This design comes from an exercise in tuning for small area, a short achievable clock period and few clock cycles on the open sky130 flow, not from production work. No functional check of the RTL was part of this run. Power figures rest on the tool's default switching activity, not on a simulated workload.

$ cat flow/config.mk
export PLATFORM = sky130hd
export DESIGN_NAME = adder
export DESIGN_NICKNAME = adder
export VERILOG_FILES = /design/flow/design.v
export SDC_FILE = /design/flow/constraint.sdc
export NUM_CORES = 4
export LEC_CHECK = 0
export ABC_AREA = 1
export CAP_MARGIN = 20
export CORE_MARGIN = 2
export CORE_UTILIZATION = 40
export SETUP_SLACK_MARGIN = 0.75
export SLEW_MARGIN = 20
$ cat flow/constraint.sdc
create_clock -name core_clock -period 4.0 [get_ports {clk}]
set_input_delay 0.8000 -clock core_clock [delete_from_list [all_inputs] [get_ports {clk}]]
set_output_delay 0.8000 -clock core_clock [all_outputs]
set_load 0.01 [all_outputs]
$ cat flow/design.v
module adder(
    input clk,
    input reset,
    input [31:0] a,
    input [31:0] b,
    input available,
    input [4:0] exception_f,
    output [31:0] sum,
    output done
    );
    wire [7:0] ae = a[30:23];
    wire [7:0] be = b[30:23];
    wire [7:0] eg = ae & ~be;
    wire [7:0] ek = ae | ~be;
    wire eg0 = eg[1] | ((ek[1] & ae[0]) & ~be[0]);
    wire ep0 = ek[1] & ek[0];
    wire eg1 = eg[2] | ((ek[2] & ae[1]) & ~be[1]);
    wire ep1 = ek[2] & ek[1];
    wire eg2 = eg[3] | ((ek[3] & ae[2]) & ~be[2]);
    wire ep2 = ek[3] & ek[2];
    wire eg3 = eg[4] | ((ek[4] & ae[3]) & ~be[3]);
    wire ep3 = ek[4] & ek[3];
    wire eg4 = eg[5] | ((ek[5] & ae[4]) & ~be[4]);
    wire ep4 = ek[5] & ek[4];
    wire eg5 = eg[6] | ((ek[6] & ae[5]) & ~be[5]);
    wire ep5 = ek[6] & ek[5];
    wire eg6 = eg[7] | ((ek[7] & ae[6]) & ~be[6]);
    wire ep6 = ek[7] & ek[6];
    wire eg7 = eg1 | ((ep1 & ae[0]) & ~be[0]);
    wire ep7 = ep1 & ek[0];
    wire eg8 = eg2 | (ep2 & eg0);
    wire ep8 = ep2 & ep0;
    wire eg9 = eg3 | (ep3 & eg1);
    wire ep9 = ep3 & ep1;
    wire eg10 = eg4 | (ep4 & eg2);
    wire ep10 = ep4 & ep2;
    wire eg11 = eg5 | (ep5 & eg3);
    wire ep11 = ep5 & ep3;
    wire eg12 = eg6 | (ep6 & eg4);
    wire ep12 = ep6 & ep4;
    wire eg13 = eg9 | ((ep9 & ae[0]) & ~be[0]);
    wire ep13 = ep9 & ek[0];
    wire eg14 = eg10 | (ep10 & eg0);
    wire ep14 = ep10 & ep0;
    wire eg15 = eg11 | (ep11 & eg7);
    wire ep15 = ep11 & ep7;
    wire eg16 = eg12 | (ep12 & eg8);
    wire ep16 = ep12 & ep8;
    wire co = eg16;
    wire [7:0] d;
    assign d[0] = ae[0] ^ be[0];
    wire dx1 = co ? ~(eg[0] | ek[0]) : eg[0];
    assign d[1] = ae[1] ^ (be[1] ^ dx1);
    wire dx2 = co ? ~(eg0 | ep0) : eg0;
    assign d[2] = ae[2] ^ (be[2] ^ dx2);
    wire dx3 = co ? ~(eg7 | ep7) : eg7;
    assign d[3] = ae[3] ^ (be[3] ^ dx3);
    wire dx4 = co ? ~(eg8 | ep8) : eg8;
    assign d[4] = ae[4] ^ (be[4] ^ dx4);
    wire dx5 = co ? ~(eg13 | ep13) : eg13;
    assign d[5] = ae[5] ^ (be[5] ^ dx5);
    wire dx6 = co ? ~(eg14 | ep14) : eg14;
    assign d[6] = ae[6] ^ (be[6] ^ dx6);
    wire dx7 = co ? ~(eg15 | ep15) : eg15;
    assign d[7] = ae[7] ^ (be[7] ^ dx7);
    wire swap = ~co;
    wire [22:0] ma = swap ? b[22:0] : a[22:0];
    wire [22:0] mb = swap ? a[22:0] : b[22:0];
    wire big = (|d[7:5]) | (d[4] & d[3]) | (d[4] & d[2] & d[1] & d[0]);
    wire [23:0] x0 = {1'b1, mb};
    wire [3:0] s0;
    assign s0[0] = ~d[0] & ~d[1];
    assign s0[1] = d[0] & ~d[1];
    assign s0[2] = ~d[0] & d[1];
    assign s0[3] = d[0] & d[1];
    wire [23:0] x1;
    assign x1[0] = (s0[0] & x0[0]) | (s0[1] & x0[1]) | (s0[2] & x0[2]) | (s0[3] & x0[3]);
    assign x1[1] = (s0[0] & x0[1]) | (s0[1] & x0[2]) | (s0[2] & x0[3]) | (s0[3] & x0[4]);
    assign x1[2] = (s0[0] & x0[2]) | (s0[1] & x0[3]) | (s0[2] & x0[4]) | (s0[3] & x0[5]);
    assign x1[3] = (s0[0] & x0[3]) | (s0[1] & x0[4]) | (s0[2] & x0[5]) | (s0[3] & x0[6]);
    assign x1[4] = (s0[0] & x0[4]) | (s0[1] & x0[5]) | (s0[2] & x0[6]) | (s0[3] & x0[7]);
    assign x1[5] = (s0[0] & x0[5]) | (s0[1] & x0[6]) | (s0[2] & x0[7]) | (s0[3] & x0[8]);
    assign x1[6] = (s0[0] & x0[6]) | (s0[1] & x0[7]) | (s0[2] & x0[8]) | (s0[3] & x0[9]);
    assign x1[7] = (s0[0] & x0[7]) | (s0[1] & x0[8]) | (s0[2] & x0[9]) | (s0[3] & x0[10]);
    assign x1[8] = (s0[0] & x0[8]) | (s0[1] & x0[9]) | (s0[2] & x0[10]) | (s0[3] & x0[11]);
    assign x1[9] = (s0[0] & x0[9]) | (s0[1] & x0[10]) | (s0[2] & x0[11]) | (s0[3] & x0[12]);
    assign x1[10] = (s0[0] & x0[10]) | (s0[1] & x0[11]) | (s0[2] & x0[12]) | (s0[3] & x0[13]);
    assign x1[11] = (s0[0] & x0[11]) | (s0[1] & x0[12]) | (s0[2] & x0[13]) | (s0[3] & x0[14]);
    assign x1[12] = (s0[0] & x0[12]) | (s0[1] & x0[13]) | (s0[2] & x0[14]) | (s0[3] & x0[15]);
    assign x1[13] = (s0[0] & x0[13]) | (s0[1] & x0[14]) | (s0[2] & x0[15]) | (s0[3] & x0[16]);
    assign x1[14] = (s0[0] & x0[14]) | (s0[1] & x0[15]) | (s0[2] & x0[16]) | (s0[3] & x0[17]);
    assign x1[15] = (s0[0] & x0[15]) | (s0[1] & x0[16]) | (s0[2] & x0[17]) | (s0[3] & x0[18]);
    assign x1[16] = (s0[0] & x0[16]) | (s0[1] & x0[17]) | (s0[2] & x0[18]) | (s0[3] & x0[19]);
    assign x1[17] = (s0[0] & x0[17]) | (s0[1] & x0[18]) | (s0[2] & x0[19]) | (s0[3] & x0[20]);
    assign x1[18] = (s0[0] & x0[18]) | (s0[1] & x0[19]) | (s0[2] & x0[20]) | (s0[3] & x0[21]);
    assign x1[19] = (s0[0] & x0[19]) | (s0[1] & x0[20]) | (s0[2] & x0[21]) | (s0[3] & x0[22]);
    assign x1[20] = (s0[0] & x0[20]) | (s0[1] & x0[21]) | (s0[2] & x0[22]) | (s0[3] & x0[23]);
    assign x1[21] = (s0[0] & x0[21]) | (s0[1] & x0[22]) | (s0[2] & x0[23]);
    assign x1[22] = (s0[0] & x0[22]) | (s0[1] & x0[23]);
    assign x1[23] = (s0[0] & x0[23]);
    wire [3:0] s1;
    assign s1[0] = ~d[2] & ~d[3];
    assign s1[1] = d[2] & ~d[3];
    assign s1[2] = ~d[2] & d[3];
    assign s1[3] = d[2] & d[3];
    wire [23:0] x2;
    assign x2[0] = (s1[0] & x1[0]) | (s1[1] & x1[4]) | (s1[2] & x1[8]) | (s1[3] & x1[12]);
    assign x2[1] = (s1[0] & x1[1]) | (s1[1] & x1[5]) | (s1[2] & x1[9]) | (s1[3] & x1[13]);
    assign x2[2] = (s1[0] & x1[2]) | (s1[1] & x1[6]) | (s1[2] & x1[10]) | (s1[3] & x1[14]);
    assign x2[3] = (s1[0] & x1[3]) | (s1[1] & x1[7]) | (s1[2] & x1[11]) | (s1[3] & x1[15]);
    assign x2[4] = (s1[0] & x1[4]) | (s1[1] & x1[8]) | (s1[2] & x1[12]) | (s1[3] & x1[16]);
    assign x2[5] = (s1[0] & x1[5]) | (s1[1] & x1[9]) | (s1[2] & x1[13]) | (s1[3] & x1[17]);
    assign x2[6] = (s1[0] & x1[6]) | (s1[1] & x1[10]) | (s1[2] & x1[14]) | (s1[3] & x1[18]);
    assign x2[7] = (s1[0] & x1[7]) | (s1[1] & x1[11]) | (s1[2] & x1[15]) | (s1[3] & x1[19]);
    assign x2[8] = (s1[0] & x1[8]) | (s1[1] & x1[12]) | (s1[2] & x1[16]) | (s1[3] & x1[20]);
    assign x2[9] = (s1[0] & x1[9]) | (s1[1] & x1[13]) | (s1[2] & x1[17]) | (s1[3] & x1[21]);
    assign x2[10] = (s1[0] & x1[10]) | (s1[1] & x1[14]) | (s1[2] & x1[18]) | (s1[3] & x1[22]);
    assign x2[11] = (s1[0] & x1[11]) | (s1[1] & x1[15]) | (s1[2] & x1[19]) | (s1[3] & x1[23]);
    assign x2[12] = (s1[0] & x1[12]) | (s1[1] & x1[16]) | (s1[2] & x1[20]);
    assign x2[13] = (s1[0] & x1[13]) | (s1[1] & x1[17]) | (s1[2] & x1[21]);
    assign x2[14] = (s1[0] & x1[14]) | (s1[1] & x1[18]) | (s1[2] & x1[22]);
    assign x2[15] = (s1[0] & x1[15]) | (s1[1] & x1[19]) | (s1[2] & x1[23]);
    assign x2[16] = (s1[0] & x1[16]) | (s1[1] & x1[20]);
    assign x2[17] = (s1[0] & x1[17]) | (s1[1] & x1[21]);
    assign x2[18] = (s1[0] & x1[18]) | (s1[1] & x1[22]);
    assign x2[19] = (s1[0] & x1[19]) | (s1[1] & x1[23]);
    assign x2[20] = (s1[0] & x1[20]);
    assign x2[21] = (s1[0] & x1[21]);
    assign x2[22] = (s1[0] & x1[22]);
    assign x2[23] = (s1[0] & x1[23]);
    wire [1:0] s2;
    assign s2[0] = ~big & ~d[4];
    assign s2[1] = ~big & d[4];
    wire [23:0] sh;
    assign sh[0] = (s2[0] & x2[0]) | (s2[1] & x2[16]);
    assign sh[1] = (s2[0] & x2[1]) | (s2[1] & x2[17]);
    assign sh[2] = (s2[0] & x2[2]) | (s2[1] & x2[18]);
    assign sh[3] = (s2[0] & x2[3]) | (s2[1] & x2[19]);
    assign sh[4] = (s2[0] & x2[4]) | (s2[1] & x2[20]);
    assign sh[5] = (s2[0] & x2[5]) | (s2[1] & x2[21]);
    assign sh[6] = (s2[0] & x2[6]) | (s2[1] & x2[22]);
    assign sh[7] = (s2[0] & x2[7]) | (s2[1] & x2[23]);
    assign sh[8] = (s2[0] & x2[8]);
    assign sh[9] = (s2[0] & x2[9]);
    assign sh[10] = (s2[0] & x2[10]);
    assign sh[11] = (s2[0] & x2[11]);
    assign sh[12] = (s2[0] & x2[12]);
    assign sh[13] = (s2[0] & x2[13]);
    assign sh[14] = (s2[0] & x2[14]);
    assign sh[15] = (s2[0] & x2[15]);
    assign sh[16] = (s2[0] & x2[16]);
    assign sh[17] = (s2[0] & x2[17]);
    assign sh[18] = (s2[0] & x2[18]);
    assign sh[19] = (s2[0] & x2[19]);
    assign sh[20] = (s2[0] & x2[20]);
    assign sh[21] = (s2[0] & x2[21]);
    assign sh[22] = (s2[0] & x2[22]);
    assign sh[23] = (s2[0] & x2[23]);
    reg swap_r;
    reg [23:0] sh_r;    
    reg [22:0] p;
    reg [22:0] g;
    always @(posedge clk) begin
       swap_r <= swap;
       p <= ma ^ sh[22:0];
       g <= ma & sh[22:0];
       sh_r[23] <= sh[23];
    end
    wire [7:0] ea = swap_r ? be : ae;
    wire z = sh_r[23];
    wire mg17 = g[1] | (p[1] & g[0]);
    wire mg18 = g[3] | (p[3] & g[2]);
    wire mp18 = p[3] & p[2];
    wire mg19 = g[5] | (p[5] & g[4]);
    wire mp19 = p[5] & p[4];
    wire mg20 = g[7] | (p[7] & g[6]);
    wire mp20 = p[7] & p[6];
    wire mg21 = g[9] | (p[9] & g[8]);
    wire mp21 = p[9] & p[8];
    wire mg22 = g[11] | (p[11] & g[10]);
    wire mp22 = p[11] & p[10];
    wire mg23 = g[13] | (p[13] & g[12]);
    wire mp23 = p[13] & p[12];
    wire mg24 = g[15] | (p[15] & g[14]);
    wire mp24 = p[15] & p[14];
    wire mg25 = g[17] | (p[17] & g[16]);
    wire mp25 = p[17] & p[16];
    wire mg26 = g[19] | (p[19] & g[18]);
    wire mp26 = p[19] & p[18];
    wire mg27 = g[21] | (p[21] & g[20]);
    wire mp27 = p[21] & p[20];
    wire mg28 = g[2] | (p[2] & mg17);
    wire mg29 = mg18 | (mp18 & mg17);
    wire mg30 = g[6] | (p[6] & mg19);
    wire mp30 = p[6] & mp19;
    wire mg31 = mg20 | (mp20 & mg19);
    wire mp31 = mp20 & mp19;
    wire mg32 = g[10] | (p[10] & mg21);
    wire mp32 = p[10] & mp21;
    wire mg33 = mg22 | (mp22 & mg21);
    wire mp33 = mp22 & mp21;
    wire mg34 = g[14] | (p[14] & mg23);
    wire mp34 = p[14] & mp23;
    wire mg35 = mg24 | (mp24 & mg23);
    wire mp35 = mp24 & mp23;
    wire mg36 = g[18] | (p[18] & mg25);
    wire mp36 = p[18] & mp25;
    wire mg37 = mg26 | (mp26 & mg25);
    wire mp37 = mp26 & mp25;
    wire mg38 = g[22] | (p[22] & mg27);
    wire mp38 = p[22] & mp27;
    wire mg39 = g[4] | (p[4] & mg29);
    wire mg40 = mg19 | (mp19 & mg29);
    wire mg41 = mg30 | (mp30 & mg29);
    wire mg42 = mg31 | (mp31 & mg29);
    wire mg43 = g[12] | (p[12] & mg33);
    wire mp43 = p[12] & mp33;
    wire mg44 = mg23 | (mp23 & mg33);
    wire mp44 = mp23 & mp33;
    wire mg45 = mg34 | (mp34 & mg33);
    wire mp45 = mp34 & mp33;
    wire mg46 = mg35 | (mp35 & mg33);
    wire mp46 = mp35 & mp33;
    wire mg47 = g[20] | (p[20] & mg37);
    wire mp47 = p[20] & mp37;
    wire mg48 = mg27 | (mp27 & mg37);
    wire mp48 = mp27 & mp37;
    wire mg49 = mg38 | (mp38 & mg37);
    wire mp49 = mp38 & mp37;
    wire mg50 = g[8] | (p[8] & mg42);
    wire mg51 = mg21 | (mp21 & mg42);
    wire mg52 = mg32 | (mp32 & mg42);
    wire mg53 = mg33 | (mp33 & mg42);
    wire mg54 = mg43 | (mp43 & mg42);
    wire mg55 = mg44 | (mp44 & mg42);
    wire mg56 = mg45 | (mp45 & mg42);
    wire mg57 = mg46 | (mp46 & mg42);
    wire mg58 = g[16] | (p[16] & mg57);
    wire mg59 = mg25 | (mp25 & mg57);
    wire mg60 = mg36 | (mp36 & mg57);
    wire mg61 = mg37 | (mp37 & mg57);
    wire mg62 = mg47 | (mp47 & mg57);
    wire mg63 = mg48 | (mp48 & mg57);
    wire mg64 = mg49 | (mp49 & mg57);
    wire [23:0] t;
    assign t[0] = p[0];
    assign t[1] = p[1] ^ g[0];
    assign t[2] = p[2] ^ mg17;
    assign t[3] = p[3] ^ mg28;
    assign t[4] = p[4] ^ mg29;
    assign t[5] = p[5] ^ mg39;
    assign t[6] = p[6] ^ mg40;
    assign t[7] = p[7] ^ mg41;
    assign t[8] = p[8] ^ mg42;
    assign t[9] = p[9] ^ mg50;
    assign t[10] = p[10] ^ mg51;
    assign t[11] = p[11] ^ mg52;
    assign t[12] = p[12] ^ mg53;
    assign t[13] = p[13] ^ mg54;
    assign t[14] = p[14] ^ mg55;
    assign t[15] = p[15] ^ mg56;
    assign t[16] = p[16] ^ mg57;
    assign t[17] = p[17] ^ mg58;
    assign t[18] = p[18] ^ mg59;
    assign t[19] = p[19] ^ mg60;
    assign t[20] = p[20] ^ mg61;
    assign t[21] = p[21] ^ mg62;
    assign t[22] = p[22] ^ mg63;
    assign t[23] = mg64;
    wire c = t[23];
    wire norm = z | c;
    assign sum = norm ? {a[31], ea + 8'd1, z & c, t[22:1]} : {a[31], ea, t[22:0]};
    reg done_reg;
    always @(posedge clk or posedge reset) begin
       if (reset) done_reg <= 1'b0;
       else done_reg <= available;
    end
    assign done = done_reg;
endmodule
$ cat flow/flow/run.sh
#!/bin/bash
# Standard layout with two changes:
#  - the I/O port buffers are a plain buffer cell instead of the delay cell
#    the resizer picks by default;
#  - clock tree synthesis adds no dummy loads.
export BUFFER_PORTS_ARGS="-buffer_cell sky130_fd_sc_hd__buf_1"
export CTS_ARGS="-sink_clustering_enable -repair_clock_nets -dont_use_dummy_load -buf_list {sky130_fd_sc_hd__clkbuf_4 sky130_fd_sc_hd__clkbuf_8}"
bash standard.sh > standard.log 2>&1
$ cat flow/standard.sh
#!/bin/bash
# synth_recipe.tcl (not shown) runs the flow's synth.tcl, then flattens the netlist and writes it again
# the make line also repeats each setting of config.mk as NAME=value (left out here)
make -C /OpenROAD-flow-scripts/flow DESIGN_CONFIG=/design/flow/config.mk WORK_HOME=/design/flow/orfs CLKGATE_MAP_FILE= SYNTH_SCRIPT=/design/flow/synth_recipe.tcl "${@:-finish}"
==> flow_summary_export.csv <==
group,metric,value,unit
timing,drv_slew,0,
layout,n_fill_cell,1322,
timing,fin_crit_sh,0.826,
placed_design,place.gp.congestion,0.914,
layout,syn_to_final_growth,26.4,%
global_routing,gr-total-overflow,0,
synthesis,synth-compound-area-share,0.126,
layout,reg_top3,"g x23, p x23",
floorplanning,io_pins,105,
synthesis,synth_area_leaders,"nand2_1 23%, dfxtp_1 19%, nor2_1 7.9%, ha_1 7.8%, nand3_1 6.7%",
placed_design,place_hpwl,11.6,mm
layout,postLayoutCoreUtil,0.516,
floorplanning,core_area,12500,sq um
synthesis,synth_top_family_by_area,"simple AND/OR/NAND/NOR gates",
synthesis,syn_nets,987,
pwr,leakage,3.33,nW
pwr,max-vdd-ir-drop,126,uV
timing,final_hold_viol_count,0,
floorplanning,num_rows,41,
layout,final_layout_size_suffix_gt1_frac,0.188,
global_routing,grt_pass1_vias,4809,
routing,drtIter0Drc,444,
timing,relSlewSlack,0.435,
synthesis,yosysSeqAreaShare,0.193,
timing,final-setup-viol-count,0,
worst_setup_path,start_kind,"flip-flop",
global_routing,grt_pass1_wl,23.7,mm
synthesis,yosys.area.top_type_share,0.226,
layout,final_area,6450,sq um
synthesis,synthAdderAreaFrac,0.0784,
timing,tightest_slew,0.839,ns
clocking,clock_path_buffers,2,
routing,ant_nets,0,
worst_setup_path,crit_path_end_kind,"output pin",
min_path,hold_class,"input port to async pin",
global_routing,track_usage,0.216,
worst_setup_path,setup.worst_path.class,"flip-flop to output pin",
routing,first_pass_iters,5,
status,status,"timing/DRC/antenna clean",
clocking,numCtsBuffers,5,
global_routing,antenna_found_initial,0,
clocking,cts_tree,"done",
floorplanning,fp.dieW,117,microns
floorplanning,die_area,13700,sq um
worst_setup_path,arrival,2.50,ns
synthesis,synth.avg_cell_area,5.78,sq um
routing,drt-total-wl,15.6,mm
global_routing,grt_max_degree,50,
floorplanning,start_util,0.408,
routing,vias,5856,
synthesis,yosysTopAreaCell,"nand2_1",
timing,rsz0062_at_grt,"true",
synthesis,yosys.cell_types.count,51,
clocking,clk_pin_slew_worst_paths,0.08,ns
worst_setup_path,critPathRequiredTime,3.20,ns
synthesis,synth_xor_area_frac,0.0360,
timing,fin_crit,3.30,ns
synthesis,synth-main-ff-cell,"dfxtp_1",
floorplanning,dieHeight,117,microns
placed_design,portBuffers,96,
flow_run,cap_viol_max_count,0,
layout,nets,1104,
pwr,powerDensity,317,nW/um^2
routing,route.detailed.drc,0,
routing,vias_per_cell,5.01,
synthesis,ys_warn_count,1,
clocking,htree_num_levels,2,
synthesis,synth_edf_count,0,
synthesis,netlist_area,5100,sq um
timing,tns,0,ns
routing,avgRoutedWirePerCell,13.3,microns
clocking,root_buffer,"clkbuf_8",
worst_setup_path,crit_fanout,7,
pwr,power,2.05,mW
synthesis,ys_seq_elements,49,
placed_design,place_area,5570,sq um
synthesis,synth-async-reset-ratio,0.0204,
synthesis,synth_mux_area_frac,0,
clocking,cts_num_sinks,49,
synthesis,synth_cells,883,
timing,max_freq,0.303,GHz
synthesis,yosys.area_share.simple,0.469,
layout,diodes,0,
cell families after synthesis:
logic type                 after synthesis
and+or+nand+nor                        551
DFF                                     49
AOI/OAI and AO/OA                      117
buffers and inverters                  116
xor gates and xnor gates                18
adders and majority gates               32
synth_stat cells (5+ instances only):
cell type  count
a21oi_1       14
nand4_1       27
nor3_1         5
xnor2_1        5
nand3_1       68
inv_1         63
clkbuf_1      17
o21ai_1       20
nand2_2       10
o21ai_0       65
nor2_1       107
ha_1          32
dfxtp_1       48
inv_2         11
buf_2         13
nand2_1      307
xor2_1        11
layout make-up:
| type | instances | area [sq um] | share of cell area |
|---|---|---|---|
| Multi-Input combinational cell | 721 | 3960 | 0.614 |
| Sequential cell | 49 | 990 | 0.153 |
| Timing Repair Buffer | 142 | 861 | 0.133 |
| Inverter | 78 | 325 | 0.0504 |
| Tap cell | 172 | 215 | 0.0333 |
| Clock buffer | 5 | 68.8 | 0.0107 |
| Timing Repair inverter | 3 | 31.3 | 0.00485 |
worst max-delay path: stages (launching register included):
cell,delay [ns]
dfxtp_2,0.32
ha_2,0.16
or2_1,0.25
nand3_2,0.07
nand2_2,0.06
nand3_2,0.07
nand2_2,0.06
nand3_2,0.07
nand2_2,0.07
a21oi_4,0.17
o21ai_4,0.10
nand2_4,0.10
nand3b_4,0.08
buf_12,0.16
buf_8,0.14
nand2_4,0.06
nor2_4,0.03
nor2_2,0.11
buf_2,0.13
routing by layer:
layer	track usage	vias to the layer above	wire, microns
met5	0	-	0
met4	0.0353	0	103
met3	0.0103	8	560
met2	0.348	154	7110
met1	0.326	2609	7800
li1	-	3085	-
cells in the final DEF (no fill, tap or decap), drive strengths merged:
master,netlist,final
nor4,1,1
nor3,7,7
buf,21,139
a21oi,15,15
a31oi,3,3
inv,77,78
clkinv,1,3
nor2,112,113
clkbuf,17,8
a221oi,1,1
xor2,12,12
nand4,27,27
and2,3,3
nand2,320,321
dfrtp,1,1
o211ai,3,3
xnor2,6,6
ha,32,32
a22oi,1,1
nand3b,5,6
nand3,71,71
o21ai,87,87
a21o,1,1
or2,5,5
o21a,1,1
dfxtp,48,48
o22ai,5,5
per-stage QoR:
stage	std cells	hold slack, ns	worst slack [ns]
final	1170	0.307	0.696
after global routing	1170	0.310	0.549
after CTS	1149	0.292	0.653
after detailed placement	1125	0.607	0.232
after global placement	1125	0.607	0.259
after floorplan	883	0.529	1.01
worst max-delay path by stage:
stage                  from            to  slack [ns]
2_1_floorplan  p[1]$_DFF_P_        sum[1]        1.01
5_1_grt        p[1]$_DFF_P_       sum[10]        0.55
4_1_cts        p[1]$_DFF_P_       sum[28]        0.65
3_3_place_gp          b[23]  p[3]$_DFF_P_        0.26
6_report       p[1]$_DFF_P_       sum[28]        0.70
3_5_place_dp          b[23]  p[3]$_DFF_P_        0.23
repair_timing:
item                                    CTS  global route
hold buffers                              0             0
gates resized for setup                  72            87
setup buffers                            14            18
gates cloned                              5             3
endpoints found under the setup margin   73            75
pin swaps                                 9            23
power breakdown:
| part | switching, mW | internal [mW] | leakage (nW) |
|---|---|---|---|
| Sequential | 0.0550 | 0.544 | 0.408 |
| Clock | 0.132 | 0.113 | 0.0359 |
| Combinational | 0.766 | 0.436 | 2.89 |

[separate check: timing with driven ports]
Ports are ideal in the flow. The routed layout listed here was re-timed in OpenROAD.
Step 1 (the two cells are an assumption about what drives the block):
set clk [get_ports {clk}]
set_driving_cell -lib_cell sky130_fd_sc_hd__clkbuf_16 $clk
set_driving_cell -lib_cell sky130_fd_sc_hd__buf_2 [delete_from_list [all_inputs] $clk]
Step 2, shift: input delay + t, output delay - t, t = (earliest + latest rising clock arrival at the registers) / 2. This alone moves slack from input paths to output paths.
a / b / c = no drivers / after step 1 / after step 2; a / b = the first two.
t (ns): 0.305
setup WS [ns]: 0.696 / 0.669 / 0.600
latest minus earliest clock arrival (ns): 0.011 / 0.011
worst slew at a driven data input, ns: 0.06
cell pins on the clock port's net: 1
After both steps setup and hold are still met in this run. The setup slack of this run moves by -0.027 ns with the drivers and by -0.096 ns with both steps.
